This is an optimization exercise on Yosys and OpenROAD, whose aim is small area and a short achievable clock period, not a production implementation.
Power and IR drop assume default switching activity.

==> module sparc_exu_alu, before the edit <==
module sparc_exu_alu
(
   alu_byp_rd_data_e, exu_ifu_brpc_e, exu_lsu_ldst_va_e,
   exu_lsu_early_va_e, exu_mmu_early_va_e, alu_ecl_add_n64_e,
   alu_ecl_add_n32_e, alu_ecl_log_n64_e, alu_ecl_log_n32_e,
   alu_ecl_zhigh_e, alu_ecl_zlow_e, exu_ifu_regz_e,
   alu_ecl_adderin2_63_e, alu_ecl_adderin2_31_e,
   alu_ecl_adder_out_63_e, alu_ecl_cout32_e, alu_ecl_cout64_e_l,
   alu_ecl_mem_addr_invalid_e_l,
   cen, rclk, byp_alu_rs1_data_e, byp_alu_rs2_data_e_l,
   byp_alu_rs3_data_e, byp_alu_rcc_data_e, ecl_alu_cin_e,
   ifu_exu_invert_d, ecl_alu_log_sel_and_e, ecl_alu_log_sel_or_e,
   ecl_alu_log_sel_xor_e, ecl_alu_log_sel_move_e,
   ecl_alu_out_sel_sum_e_l, ecl_alu_out_sel_rs3_e_l,
   ecl_alu_out_sel_shift_e_l, ecl_alu_out_sel_logic_e_l,
   shft_alu_shift_out_e, ecl_alu_sethi_inst_e, ifu_lsu_casa_e
   );
   input cen;
   input rclk;
   input [63:0] byp_alu_rs1_data_e;
   input [63:0] byp_alu_rs2_data_e_l;
   input [63:0] byp_alu_rs3_data_e;
   input [63:0] byp_alu_rcc_data_e;
   input        ecl_alu_cin_e;
   input        ifu_exu_invert_d;
   input        ecl_alu_log_sel_and_e;
   input        ecl_alu_log_sel_or_e;
   input        ecl_alu_log_sel_xor_e;
   input        ecl_alu_log_sel_move_e;
   input        ecl_alu_out_sel_sum_e_l;
   input        ecl_alu_out_sel_rs3_e_l;
   input        ecl_alu_out_sel_shift_e_l;
   input        ecl_alu_out_sel_logic_e_l;
   input [63:0] shft_alu_shift_out_e;
   input        ecl_alu_sethi_inst_e;
   input        ifu_lsu_casa_e;
   output [63:0] alu_byp_rd_data_e;
   output [47:0] exu_ifu_brpc_e;
   output [47:0] exu_lsu_ldst_va_e;
   output [10:3] exu_lsu_early_va_e;
   output [7:0]  exu_mmu_early_va_e;
   output        alu_ecl_add_n64_e;
   output        alu_ecl_add_n32_e;
   output        alu_ecl_log_n64_e;
   output        alu_ecl_log_n32_e;
   output        alu_ecl_zhigh_e;
   output        alu_ecl_zlow_e;
   output        exu_ifu_regz_e;
   output        alu_ecl_adderin2_63_e;
   output        alu_ecl_adderin2_31_e;
   output        alu_ecl_adder_out_63_e;
   output        alu_ecl_cout32_e;
   output        alu_ecl_cout64_e_l;
   output        alu_ecl_mem_addr_invalid_e_l;
   wire [63:0] a = byp_alu_rs1_data_e;
   wire [63:0] rs2 = ~byp_alu_rs2_data_e_l;
   wire        cin = ecl_alu_cin_e;
   reg invert_e;
   always @(posedge rclk) invert_e <= ifu_exu_invert_d;
   wire [63:0] b;
   alu_bx bx (.rs2_l(byp_alu_rs2_data_e_l), .inv(invert_e), .b(b));
   wire [63:0] p, gn, tn;
   alu_pgen pgen (.a(a), .b(b), .p(p));
   alu_gt gtgen (.a(a), .b(b), .gn(gn), .tn(tn));
   wire [63:0] g = ~gn, t = ~tn;
   wire [64:0] c;
   alu_carry carry (.gn(gn), .tn(tn), .cin(cin), .c(c));
   wire [63:0] sum;
   alu_sum sumx (.p(p), .c(c[63:0]), .s(sum));
   reg [63:0] sum_q;
   always @(posedge rclk) if (cen) sum_q <= sum;
   wire [63:0] lgn;
   alu_logic logic_blk (.gn(gn), .p(p), .rs2(rs2), .sel_and(ecl_alu_log_sel_and_e),
                        .sel_or(ecl_alu_log_sel_or_e), .sel_xor(ecl_alu_log_sel_xor_e),
                        .sel_mov(ecl_alu_log_sel_move_e), .sethi(ecl_alu_sethi_inst_e),
                        .lgn(lgn));
   wire [63:0] lg = ~lgn;
   alu_outmux outmux (.sum_q(sum_q), .rs3(byp_alu_rs3_data_e), .sh(shft_alu_shift_out_e),
                      .lgn(lgn), .sel_sum(~ecl_alu_out_sel_sum_e_l),
                      .sel_rs3(~ecl_alu_out_sel_rs3_e_l),
                      .sel_sh(~ecl_alu_out_sel_shift_e_l),
                      .sel_lg_l(ecl_alu_out_sel_logic_e_l), .rd(alu_byp_rd_data_e));
   wire spr_zlo, spr_zhi, lg_zlo, lg_zhi;
   alu_sprz sprz (.p(p), .tn(tn), .cin(cin), .zlo(spr_zlo), .zhi(spr_zhi));
   alu_o64 lgz (.x(lgn), .olo(lg_zlo), .ohi(lg_zhi));
   assign alu_ecl_zlow_e  = ecl_alu_out_sel_sum_e_l ? lg_zlo : spr_zlo;
   assign alu_ecl_zhigh_e = ecl_alu_out_sel_sum_e_l ? lg_zhi : spr_zhi;
   alu_va va (.a(a), .sum_q(sum_q), .casa(ifu_lsu_casa_e), .ncasa(~ifu_lsu_casa_e),
              .va(exu_lsu_ldst_va_e),
              .ok_l(alu_ecl_mem_addr_invalid_e_l));
   alu_z64 rccz (.x(byp_alu_rcc_data_e), .zlo(), .zhi(), .z(exu_ifu_regz_e));
   assign exu_ifu_brpc_e = sum_q[47:0];
   assign exu_lsu_early_va_e = sum_q[10:3];
   assign exu_mmu_early_va_e = sum_q[7:0];
   assign alu_ecl_add_n64_e = sum_q[63];
   assign alu_ecl_adder_out_63_e = sum_q[63];
   assign alu_ecl_add_n32_e = sum_q[31];
   assign alu_ecl_log_n64_e = lg[63];
   assign alu_ecl_log_n32_e = lg[31];
   assign alu_ecl_adderin2_63_e = b[63];
   assign alu_ecl_adderin2_31_e = b[31];
   assign alu_ecl_cout32_e = c[32];
   assign alu_ecl_cout64_e_l = ~c[64];
endmodule
Settings: LEC_CHECK=0, CAP_MARGIN=20, CORE_MARGIN=2, CORE_UTILIZATION=40, SETUP_SLACK_MARGIN=3.2, SLEW_MARGIN=20, SYNTH_HIERARCHICAL=1; clock period 9.0 ns.
standard.sh (not shown) runs the stock make flow with config.mk's settings and CLKGATE_MAP_FILE= SYNTH_SCRIPT=/design/flow/synth_recipe.tcl, a recipe that flattens the netlist after the stock synthesis.
==> flow/flow/run.sh <==
#!/bin/bash
# The standard layout (standard.sh) with two changes:
#  - the smallest buffer (buf_1) on every port;
#  - synthesis maps with ABC script flow/abc.script (in a copy of ORFS's
#    scripts folder, where it replaces abc_speed.script).
# Extra ORFS settings: 
# Each ORFS step writes its full log under orfs/logs/; make's output goes to
# standard_flow.log.
set -euo pipefail
rm -rf scripts_abc
cp -r "$FLOW_HOME/scripts" scripts_abc
cp flow/abc.script scripts_abc/abc_speed.script
export BUFFER_PORTS_ARGS="-buffer_cell sky130_fd_sc_hd__buf_1"
bash standard.sh SCRIPTS_DIR="$PWD/scripts_abc"  finish > standard_flow.log 2>&1
==> flow/flow/abc.script <==
&get -n
&st
&syn2
&dch -f
&nf -p -R 10
&put
buffer -c
topo
stime -c
dnsize -c
Then changed:
--- a/flow/design.v
+++ b/flow/design.v
@@ -67,24 +67,33 @@
    alu_carry carry (.gn(gn), .tn(tn), .cin(cin), .c(c));
    wire [63:0] sum;
    alu_sum sumx (.p(p), .c(c[63:0]), .s(sum));
    reg [63:0] sum_q;
    always @(posedge rclk) if (cen) sum_q <= sum;
-   wire [63:0] lgn;
-   alu_logic logic_blk (.gn(gn), .p(p), .rs2(rs2), .sel_and(ecl_alu_log_sel_and_e),
-                        .sel_or(ecl_alu_log_sel_or_e), .sel_xor(ecl_alu_log_sel_xor_e),
-                        .sel_mov(ecl_alu_log_sel_move_e), .sethi(ecl_alu_sethi_inst_e),
-                        .lgn(lgn));
-   wire [63:0] lg = ~lgn;
-   alu_outmux outmux (.sum_q(sum_q), .rs3(byp_alu_rs3_data_e), .sh(shft_alu_shift_out_e),
-                      .lgn(lgn), .sel_sum(~ecl_alu_out_sel_sum_e_l),
-                      .sel_rs3(~ecl_alu_out_sel_rs3_e_l),
-                      .sel_sh(~ecl_alu_out_sel_shift_e_l),
-                      .sel_lg_l(ecl_alu_out_sel_logic_e_l), .rd(alu_byp_rd_data_e));
+   wire [63:0] lg;
+   alu_lgout lgout (.gn(gn), .p(p), .rs2_l(byp_alu_rs2_data_e_l),
+                    .sel_and(ecl_alu_log_sel_and_e),
+                    .sel_or(ecl_alu_log_sel_or_e), .sel_xor(ecl_alu_log_sel_xor_e),
+                    .sel_mov(ecl_alu_log_sel_move_e), .sethi(ecl_alu_sethi_inst_e),
+                    .sum_q(sum_q), .rs3(byp_alu_rs3_data_e), .sh(shft_alu_shift_out_e),
+                    .sel_sum(~ecl_alu_out_sel_sum_e_l),
+                    .sel_rs3(~ecl_alu_out_sel_rs3_e_l),
+                    .sel_sh(~ecl_alu_out_sel_shift_e_l),
+                    .sel_lg(~ecl_alu_out_sel_logic_e_l), .rd(alu_byp_rd_data_e),
+                    .lg63(alu_ecl_log_n64_e), .lg31(alu_ecl_log_n32_e));
+   wire zg_lo, zg_hi, zt_lo, zt_hi, zp_lo, zp_hi, zm_lo, zm_hi;
+   alu_o64 gz (.x(gn), .olo(zg_lo), .ohi(zg_hi));
+   alu_o64 tz (.x(tn), .olo(zt_lo), .ohi(zt_hi));
+   alu_z64 pz (.x(p), .zlo(zp_lo), .zhi(zp_hi), .z());
+   alu_o64 mz (.x(byp_alu_rs2_data_e_l), .olo(zm_lo), .ohi(zm_hi));
+   assign lg_zlo = (ecl_alu_log_sel_and_e & zg_lo) | (ecl_alu_log_sel_or_e & zt_lo) |
+                   (ecl_alu_log_sel_xor_e & zp_lo) | (ecl_alu_log_sel_move_e & zm_lo);
+   assign lg_zhi = (ecl_alu_log_sel_and_e & zg_hi) | (ecl_alu_log_sel_or_e & zt_hi) |
+                   (ecl_alu_log_sel_xor_e & zp_hi) |
+                   (ecl_alu_log_sel_move_e & (zm_hi | ecl_alu_sethi_inst_e));
    wire spr_zlo, spr_zhi, lg_zlo, lg_zhi;
    alu_sprz sprz (.p(p), .tn(tn), .cin(cin), .zlo(spr_zlo), .zhi(spr_zhi));
-   alu_o64 lgz (.x(lgn), .olo(lg_zlo), .ohi(lg_zhi));
    assign alu_ecl_zlow_e  = ecl_alu_out_sel_sum_e_l ? lg_zlo : spr_zlo;
    assign alu_ecl_zhigh_e = ecl_alu_out_sel_sum_e_l ? lg_zhi : spr_zhi;
    alu_va va (.a(a), .sum_q(sum_q), .casa(ifu_lsu_casa_e), .ncasa(~ifu_lsu_casa_e),
               .va(exu_lsu_ldst_va_e),
               .ok_l(alu_ecl_mem_addr_invalid_e_l));
@@ -93,12 +102,10 @@
    assign exu_lsu_early_va_e = sum_q[10:3];
    assign exu_mmu_early_va_e = sum_q[7:0];
    assign alu_ecl_add_n64_e = sum_q[63];
    assign alu_ecl_adder_out_63_e = sum_q[63];
    assign alu_ecl_add_n32_e = sum_q[31];
-   assign alu_ecl_log_n64_e = lg[63];
-   assign alu_ecl_log_n32_e = lg[31];
    assign alu_ecl_adderin2_63_e = b[63];
    assign alu_ecl_adderin2_31_e = b[31];
    assign alu_ecl_cout32_e = c[32];
    assign alu_ecl_cout64_e_l = ~c[64];
 endmodule
@@ -134,10 +141,27 @@
    wire s_mlo = sel_mov;
    wire s_mhi = sel_mov & ~sethi;
    assign lgn = ~((g & {64{s_g}}) | (p & {64{s_p}}) |
                   (rs2 & {{32{s_mhi}}, {32{s_mlo}}}));
 endmodule
+module alu_lgout (gn, p, rs2_l, sel_and, sel_or, sel_xor, sel_mov, sethi,
+                  sum_q, rs3, sh, sel_sum, sel_rs3, sel_sh, sel_lg, rd, lg63, lg31);
+   input [63:0] gn, p, rs2_l, sum_q, rs3, sh;
+   input sel_and, sel_or, sel_xor, sel_mov, sethi, sel_sum, sel_rs3, sel_sh, sel_lg;
+   output [63:0] rd;
+   output lg63, lg31;
+   wire s_g = sel_and | sel_or;
+   wire s_p = sel_or | sel_xor;
+   wire s_mlo = sel_mov;
+   wire s_mhi = sel_mov & ~sethi;
+   wire [63:0] lg = (~gn & {64{s_g}}) | (p & {64{s_p}}) |
+                    (~rs2_l & {{32{s_mhi}}, {32{s_mlo}}});
+   assign rd = (sum_q & {64{sel_sum}}) | (rs3 & {64{sel_rs3}}) |
+               (sh & {64{sel_sh}}) | (lg & {64{sel_lg}});
+   assign lg63 = lg[63];
+   assign lg31 = lg[31];
+endmodule
 module alu_outmux (sum_q, rs3, sh, lgn, sel_sum, sel_rs3, sel_sh, sel_lg_l, rd);
    input [63:0] sum_q, rs3, sh, lgn;
    input sel_sum, sel_rs3, sel_sh, sel_lg_l;
    output [63:0] rd;
    wire [63:0] y0n = ~((sum_q & {64{sel_sum}}) | (rs3 & {64{sel_rs3}}));
Clock skew is about the same.
Fmax grows by 2.3%.
Sequential share of layout area shrinks by 0.17 points.
Routed wire length grows by 0.64%.
Total power grows by 0.47%.
Via count grows by 3.2%.
Utilization shrinks by 0.61 points.
Design area grows by 1.2%.
Register-to-register slack improved by 50 ps.
Worst setup slack improved by 130 ps.
Die area grows by 1.0%.
Final cell count shrinks by 4.6%.
No run of this note included a check of the RTL's function; only the layout flow was run.

## port drivers added, routing unchanged
How much do the figures lean on ideal ports? The routed layouts below were timed once more, with nothing changed but the port constraints. Step 1, drivers: a clkbuf_16 drives rclk and a buf_2 each remaining input, both assumed. Step 2 times the ports against the registers' clock, not the clock port: input delays grow and output delays shrink by t, the midpoint of the rising clock arrivals with the driver on. Three values: ideal ports, drivers, drivers and shift; two values: the first two.
run | shift t [ns] | setup WS [ns] | worst hold slack (ns) | latest minus earliest clock arrival (ns) | slew at the worst register clock pin (ns)
the first run | 0.401 | 3.118 / 3.078 / 3.078 | 1.281 / 1.281 / 1.281 | 0.012 / 0.012 | 0.07 / 0.07
the second run | 0.401 | 3.248 / 3.207 / 3.207 | 1.217 / 1.217 / 1.217 | 0.011 / 0.011 | 0.07 / 0.07
After both steps every run listed still meets setup and hold. For the second run, which loses most, drivers alone change the setup slack by -0.041 ns; drivers and shift together by -0.041 ns.
